Source: an optimization exercise on an open RTL-to-GDS flow (aim: small area). Production flows keep margins and buffers that such runs may drop. Only simulation tests tie the RTL to the original design; equivalence was not proved. The clock port is modelled as an ideal driver; clocking choices that lean on that would not hold on a real chip. No activity file was given, so power comes from the tool's default toggle rates.

==> v37 <==
==> flow/design.v <==
`timescale 1ns / 1ps
module PWM_ENHANCED #(parameter R = 10)
(
input wire clk,
input wire rst,
input wire[31:0] dvsr,
input wire[R:0] duty,
output wire pwm_out
);
reg[31:0] q_reg;
reg[R-1:0] d_reg;
reg pwm_reg;
wire tick = (q_reg == 0);
always@(posedge clk or posedge rst)
begin
    if(rst)
    begin
        q_reg <= 0;
        d_reg <= 0;
        pwm_reg <= 0;
    end
    else
    begin
        q_reg <= (q_reg == dvsr) ? 0 : (q_reg + 1'b1);
        d_reg <= tick ? (d_reg + 1) : d_reg;
        pwm_reg <= ({1'b0, d_reg} < duty);
    end
end
assign pwm_out = pwm_reg;
endmodule
`timescale 1ns / 1ps
module TOP_PWM_RAINBOW
(
input wire clk,
input wire rst,
output wire[2:0] rgb,
input wire [3:0] sw
);
reg [2:0] q;
reg [8:0] d;       
reg [2:0] seg;
reg [5:0] off;
wire q_zero = !q[2] && !q[0];
wire q_four = q[2] && !q[1];
wire step   = q_four && (d[7:0] == 8'd0) && d[8];
reg seg_end;
always @(*)
begin
    case (seg)
    3'd0:    seg_end = (off == 6'd45);
    3'd1:    seg_end = (off == 6'd44);
    3'd2:    seg_end = (off == 6'd45);
    3'd3:    seg_end = (off == 6'd62);
    3'd4:    seg_end = (off == 6'd63);
    3'd5:    seg_end = (off == 6'd49);
    default: seg_end = 1'b1;
    endcase
end
wire [5:0] off_start = (seg == 3'd2 || seg == 3'd3 || seg == 3'd4) ? 6'd19 : 6'd0;
always @(posedge clk)
begin
    if (rst)
    begin
        q   <= 3'b100;
        d   <= 9'd0;
        seg <= 3'd7;
        off <= 6'd0;
    end
    else
    begin
        q <= {q[1:0], !q[2] && !q[1]};
        if (q_zero)
            d <= d + 9'd1;
        if (step || seg == 3'd7)
        begin
            if (seg_end)
            begin
                seg <= (seg == 3'd6 || seg == 3'd7) ? 3'd0 : seg + 3'd1;
                off <= off_start;
            end
            else
                off <= off + 6'd1;
        end
    end
end
wire [6:0] sum = {1'b0, d[5:0]} + {1'b0, off};
wire lt  = (d[5:0] < off);    
wire cy  = sum[6];            
wire lo  = (d[7:6] == 2'b00);
wire hi  = (d[7:6] != 2'b11);
reg r, g, b;
always @(*)
begin
    case (seg)
    3'd0:    begin r = 1'b1;              g = lo && lt;         b = 1'b0;             end
    3'd1:    begin r = hi || !cy;         g = (d[7:0] < 8'd46); b = 1'b0;             end
    3'd2:    begin r = (d[7:0] < 8'd211); g = (d[7:0] < 8'd46); b = lo && lt;         end
    3'd3:    begin r = (d[7:0] < 8'd211); g = lo && !cy;        b = (d[7:0] < 8'd45); end
    3'd4:    begin r = hi || lt;          g = (d[7:0] == 8'd0); b = (d[7:0] < 8'd45); end
    3'd5:    begin r = 1'b1;              g = (d[7:0] == 8'd0); b = lo && !cy;        end
    3'd6:    begin r = 1'b1;              g = 1'b0;             b = 1'b0;             end
    default: begin r = 1'b0;              g = 1'b0;             b = 1'b0;             end
    endcase
end
assign rgb = {b, g, r};
endmodule
==> flow/flow/run.sh <==
#!/bin/bash
# Own layout flow: the standard flow (standard.sh) with three changes.
#  1. Synthesis runs the standard flow's synthesis script (synth_recipe.tcl, so the registers
#     and their names are the standard synthesis's) with the combinational logic
#     mapped by a stronger ABC script (flow/area.abc) and without the adder
#     extraction step.
#  2. Clock tree synthesis without dummy loads.
# Each tool's output goes to a log of its own in this folder.
set -euo pipefail
W=$(pwd)
F=$W/flow

cat > $W/own_synth.tcl <<EOT
proc abc {args} {
  set i [lsearch -exact \$args -script]
  if {\$i >= 0} { set args [lreplace \$args \$i [expr {\$i + 1}] -script $F/area.abc] }
  yosys abc {*}\$args
}
source $W/synth_recipe.tcl
EOT

bash standard.sh SYNTH_SCRIPT=$W/own_synth.tcl ADDER_MAP_FILE= synth > $W/synth.log 2>&1
bash standard.sh "CTS_ARGS=-sink_clustering_enable -sink_clustering_size 30 -sink_clustering_max_diameter 300 -repair_clock_nets -dont_use_dummy_load" "BUFFER_PORTS_ARGS=-buffer_cell sky130_fd_sc_hd__buf_1" finish > $W/layout.log 2>&1
==> flow/flow/area.abc <==
strash
ifraig
scorr
dc2
strash
&get -n
&deepsyn -T 20 -S 2
&put
dch -f
amap
topo
==> flow/standard.sh <==
#!/bin/bash
# synth_recipe.tcl (not shown) runs the flow's synth.tcl, then flattens the netlist and writes it again
# the make line also repeats each setting of config.mk as NAME=value (left out here)
make -C /OpenROAD-flow-scripts/flow DESIGN_CONFIG=/design/flow/config.mk WORK_HOME=/design/flow/orfs CLKGATE_MAP_FILE= SYNTH_SCRIPT=/design/flow/synth_recipe.tcl "${@:-finish}"
==> flow/config.mk <==
export PLATFORM = sky130hd
export DESIGN_NAME = TOP_PWM_RAINBOW
export DESIGN_NICKNAME = TOP_PWM_RAINBOW
export VERILOG_FILES = /design/flow/design.v
export SDC_FILE = /design/flow/constraint.sdc
export NUM_CORES = 4
export LEC_CHECK = 0
export ABC_AREA = 1
export CAP_MARGIN = 20
export CORE_AREA = 3 3 67 67
export DIE_AREA = 0 0 70 70
export SLEW_MARGIN = 20
==> flow/constraint.sdc <==
create_clock -name core_clock -period 8.0 [get_ports {clk}]
set_input_delay 1.6000 -clock core_clock [delete_from_list [all_inputs] [get_ports {clk}]]
set_output_delay 1.6000 -clock core_clock [all_outputs]
set_load 0.01 [all_outputs]
==> inputs of v9, as changes to v37 <==
==> flow/flow/run.sh (replaced) <==
#!/bin/bash
# Own layout flow: the standard flow (standard.sh) with these changes.
#  1. Synthesis runs the standard flow's synthesis script (synth_recipe.tcl, so the registers
#     and their names are the standard synthesis's) with the combinational logic
#     mapped by a stronger ABC script (flow/area.abc) and without the adder
#     extraction step.
#  2. Instead of a clock tree, one clock buffer drives all registers
#     (flow/cts.tcl).
#  3. The ports are buffered with the smallest buffer.
# Each tool's output goes to a log of its own in this folder.
set -euo pipefail
W=$(pwd)
F=$W/flow

cat > $W/own_synth.tcl <<EOT
proc abc {args} {
  set i [lsearch -exact \$args -script]
  if {\$i >= 0} { set args [lreplace \$args \$i [expr {\$i + 1}] -script $F/area.abc] }
  yosys abc {*}\$args
}
source $W/synth_recipe.tcl
EOT

bash standard.sh SYNTH_SCRIPT=$W/own_synth.tcl ADDER_MAP_FILE= synth > $W/synth.log 2>&1
bash standard.sh "PRE_CTS_TCL=$F/cts.tcl" "ONE_CLOCK_BUFFER=sky130_fd_sc_hd__clkbuf_8" "BUFFER_PORTS_ARGS=-buffer_cell sky130_fd_sc_hd__buf_1" finish > $W/layout.log 2>&1
==> flow/flow/area.abc (replaced) <==
strash
ifraig
scorr
dc2
strash
&get -n
&deepsyn -I 1 -J 300 -S 2
&put
dch -f
amap
topo
==> flow/flow/cts.tcl (new file) <==
# Sourced by ORFS's cts.tcl before clock tree synthesis (PRE_CTS_TCL). The
# design has few registers, so instead of TritonCTS's tree one clock buffer,
# placed at the centre of the registers, drives all of them; the clock port
# then feeds only that buffer.
proc clock_tree_synthesis {args} {
  set block [ord::get_db_block]
  set dbu [$block getDbUnitsPerMicron]
  set net [$block findNet clk]
  set xs 0
  set ys 0
  set n 0
  foreach it [$net getITerms] {
    set bb [[$it getInst] getBBox]
    incr xs [expr {([$bb xMin] + [$bb xMax]) / 2}]
    incr ys [expr {([$bb yMin] + [$bb yMax]) / 2}]
    incr n
  }
  set x [expr {double($xs) / $n / $dbu}]
  set y [expr {double($ys) / $n / $dbu}]
  puts "one clock buffer for $n clock pins at ($x, $y)"
  insert_buffer -buffer_cell $::env(ONE_CLOCK_BUFFER) -net clk -location [list $x $y] \
    -buffer_name clkbuf_0_clk -net_name clknet_0_clk
  [$block findNet clknet_0_clk] setSigType CLOCK
  set_propagated_clock [all_clocks]
}
==> inputs of v20, as changes to v37 <==
==> flow/design.v (replaced) <==
`timescale 1ns / 1ps
module PWM_ENHANCED #(parameter R = 10)
(
input wire clk, 
input wire rst,
input wire[31:0] dvsr,
input wire[R:0] duty,
output wire pwm_out
);
reg[31:0] q_reg;
wire[31:0] q_next;
reg[R-1:0] d_reg;
wire[R-1:0] d_next;
wire[R:0] d_ext;
reg pwm_reg;
wire pwm_next;
wire tick;
always@(posedge clk or posedge rst) 
begin
    if(rst)
    begin
        q_reg <= 0;
        d_reg <= 0;
        pwm_reg <= 0;
    end
    else
    begin
        q_reg <= q_next;
        d_reg <= d_next;
        pwm_reg <= pwm_next;
    end
end
assign q_next = (q_reg == dvsr) ? 0 : (q_reg + 1'b1);
assign tick = (!q_reg) ? 1 : 0;
assign d_next = (tick) ? (d_reg + 1) : d_reg;
assign d_ext = {1'b0, d_reg};
assign pwm_next = (d_ext < duty) ? 1'b1 : 1'b0;
assign pwm_out = pwm_reg;
endmodule
`timescale 1ns / 1ps
module TOP_PWM_RAINBOW
(
input wire clk,
input wire rst,
output wire[2:0] rgb,
input wire [3:0] sw
);
localparam resolution = 8;
wire[31:0] dvsr = 4;  
wire pwm_out1, pwm_out2, pwm_out3;
reg clk_50hz;
integer counter;
reg[resolution : 0] duty_reg;
reg[resolution : 0] duty_reg2, duty_reg3;
wire[resolution: 0] duty, duty2, duty3;
integer main_count;
wire tick_50hz = !rst && !(counter < 1279) && !clk_50hz;
always@(posedge clk)
begin
    if(rst)
    begin
        counter <= 0;
        clk_50hz <= 0;
    end
    else
    begin
        if(counter < 1279)
        begin
            counter <= counter + 1;                       
        end       
        else
        begin
            counter <= 0;
            clk_50hz <= ~ clk_50hz;
        end
    end
end
always@(posedge clk)
begin
    if(rst)
        main_count <= 0;
    else if(tick_50hz)
    begin
        if(main_count <= 256)
            main_count<=main_count + 1;
        else
            main_count <= 0;
    end
end
always@(posedge clk)
begin
    if(rst)
    begin
        duty_reg <= 2**resolution;
        duty_reg2 <= 0;
        duty_reg3 <= 0;
    end
    else if(tick_50hz)
    begin
        if(main_count >= 0 && main_count <= 45)
        begin
            duty_reg2 <= duty_reg2 + 1;  
        end
        else if(main_count >45 && main_count <= 90)
        begin
            duty_reg <= duty_reg - 1;    
        end
        else if(main_count > 90 && main_count <= 135)
        begin
            duty_reg3 <= duty_reg3 + 1;
        end
        else if(main_count > 135 && main_count <= 180)
        begin
            duty_reg2 <= duty_reg2 -1;
        end
        else if(main_count > 180 && main_count <= 225)
        begin
            duty_reg <= duty_reg + 1;
        end
        else if(main_count > 225 && main_count <= 255)
        begin
            duty_reg3 <= duty_reg3 - 1;
        end
        else
        begin
            duty_reg <= 2**resolution;
            duty_reg2 <= 0;
            duty_reg3 <= 0;
        end
    end
end
PWM_ENHANCED #(.R(resolution)) R1(.clk(clk), .rst(rst), .dvsr(dvsr), .duty(duty), .pwm_out(pwm_out1));
PWM_ENHANCED #(.R(resolution)) R2(.clk(clk), .rst(rst), .dvsr(dvsr), .duty(duty2), .pwm_out(pwm_out2));
PWM_ENHANCED #(.R(resolution)) R3(.clk(clk), .rst(rst), .dvsr(dvsr), .duty(duty3), .pwm_out(pwm_out3));
assign rgb[0] = pwm_out1;
assign rgb[1] = pwm_out2;
assign rgb[2] = pwm_out3;
assign duty = duty_reg;
assign duty2 = duty_reg2;
assign duty3 = duty_reg3;
endmodule
==> flow/run.sh (new file) <==
#!/bin/bash
# synth_recipe.tcl (not shown) runs the flow's synth.tcl, then flattens the netlist and writes it again
# the make line also repeats each setting of config.mk as NAME=value (left out here)
make -C /OpenROAD-flow-scripts/flow DESIGN_CONFIG=/design/flow/config.mk WORK_HOME=/design/flow/orfs CLKGATE_MAP_FILE= SYNTH_SCRIPT=/design/flow/synth_recipe.tcl finish
Settings changed: ABC_AREA 1 to not set, CORE_AREA 3 3 67 67 to not set, CORE_MARGIN set to 2, CORE_UTILIZATION set to 40, DIE_AREA 0 0 70 70 to not set.
removed: flow/flow/run.sh
removed: flow/flow/area.abc
removed: flow/standard.sh
==> impl_metrics.py <==
metrics = {
    "run_status": {
        "status": "no timing/DRC/antenna violations",
    },
    "power": {
        "power.switching_uw": 62.2,
        "p_comb_frac": 0.167,
        "pg_comb_uw": 36.3,
        "power_frac_seq": 0.532,
        "power_leakage_uw": 0.000360,
    },
    "worst_setup_path": {
        "cp_top_family": "compound AO/OA/AOI/OAI gates",
        "arrival_ns": 2.46,
    },
    "clock_network": {
        "cts_root_buf": "clkbuf_8",
    },
    "yosys": {
        "postSynthCellCount": 147,
        "ys_types": 26,
        "synthXorXnorAreaFrac": 0,
        "synth_nets": 153,
    },
    "timing": {
        "finalHoldViolations": 0,
    },
    "die": {
        "core_area_um2": 3800,
    },
    "final_layout": {
        "largest_reg_flops": 9,
    },
    "detailed_routing": {
        "routedWlPerCell_um": 12.1,
        "met1_length_um": 1310,
        "firstDrtPassIters": 4,
    },
}
(the above is from v37)
==> impl_metrics.py <==
metrics = {
    "yosys": {
        "yosysMostFrequentCell": "nor2_1",
        "synth_top_family_by_area": "compound AO/OA/AOI/OAI gates",
        "yosys-top-cells-area": "dfxtp_1, nor2_1, o21ai_0, clkinv_1, a211oi_1",
        "synth_common_cells": "nor2_1, dfxtp_1, clkinv_1",
        "synth_nets": 156,
        "synthXorXnorAreaFrac": 0,
        "ys_types": 28,
        "postSynthCellCount": 150,
    },
    "placed_design": {
        "placed_area_um2": 1140,
    },
    "run_status": {
        "stop_stage": "clock tree synthesis (4_1_cts)",
        "status": "stopped before the end",
        "tool.error": "Error: cts.tcl, 36 invalid command name \"NULL\"",
    },
    "die": {
        "io_pins": 9,
        "die_w_um": 70,
        "die_h_um": 70,
    },
}
(the above is from v9)
==> impl_metrics.py <==
metrics = {
    "power": {
        "pg_comb_uw": 25.1,
        "power.switching_uw": 466,
        "p_comb_frac": 0.011,
        "power_leakage_uw": 0.00495,
    },
    "clock_network": {
        "cts_root_buf": "clkbuf_16",
    },
    "run_status": {
        "status": "no timing/DRC/antenna violations",
    },
    "detailed_routing": {
        "routedWlPerCell_um": 13.5,
        "met1_length_um": 10500,
        "firstDrtPassIters": 5,
    },
    "worst_setup_path": {
        "cp_top_family": "simple AND/OR/NAND/NOR gates",
        "arrival_ns": 4.12,
    },
    "timing": {
        "finalHoldViolations": 0,
    },
}
(the above is from v20)

[afterwards: timing with drivers on the ports]
In the flow no input, the clock included, has a driving cell. The finished layouts below were timed again as built, in two steps. Step 1: set_driving_cell puts a clkbuf_16 on clk and a buf_2 on each other input, an assumption about the parent block. Step 2 also shifts input and output timing later by t, the mid clock arrival at the registers, as if the neighbouring blocks saw the same clock. a / b / c = ideal / step 1 / step 2; a / b = the first two.
| run | t, ns | setup WS [ns] | worst setup path after step 2 | worst register clock-pin slew, ns | pins driven straight from the clock port |
|---|---|---|---|---|---|
| v37 | 0.278 | 3.940 / 3.916 / 4.195 | register to output | 0.08 / 0.08 | 1 |
| v20 | 0.558 | 4.321 / 4.340 / 3.781 | input to register | 0.06 / 0.06 | 1 |
After both steps setup and hold are still met in every run listed. The setup slack of v20, which loses most, moves by +0.019 ns with the drivers and by -0.540 ns with both steps.
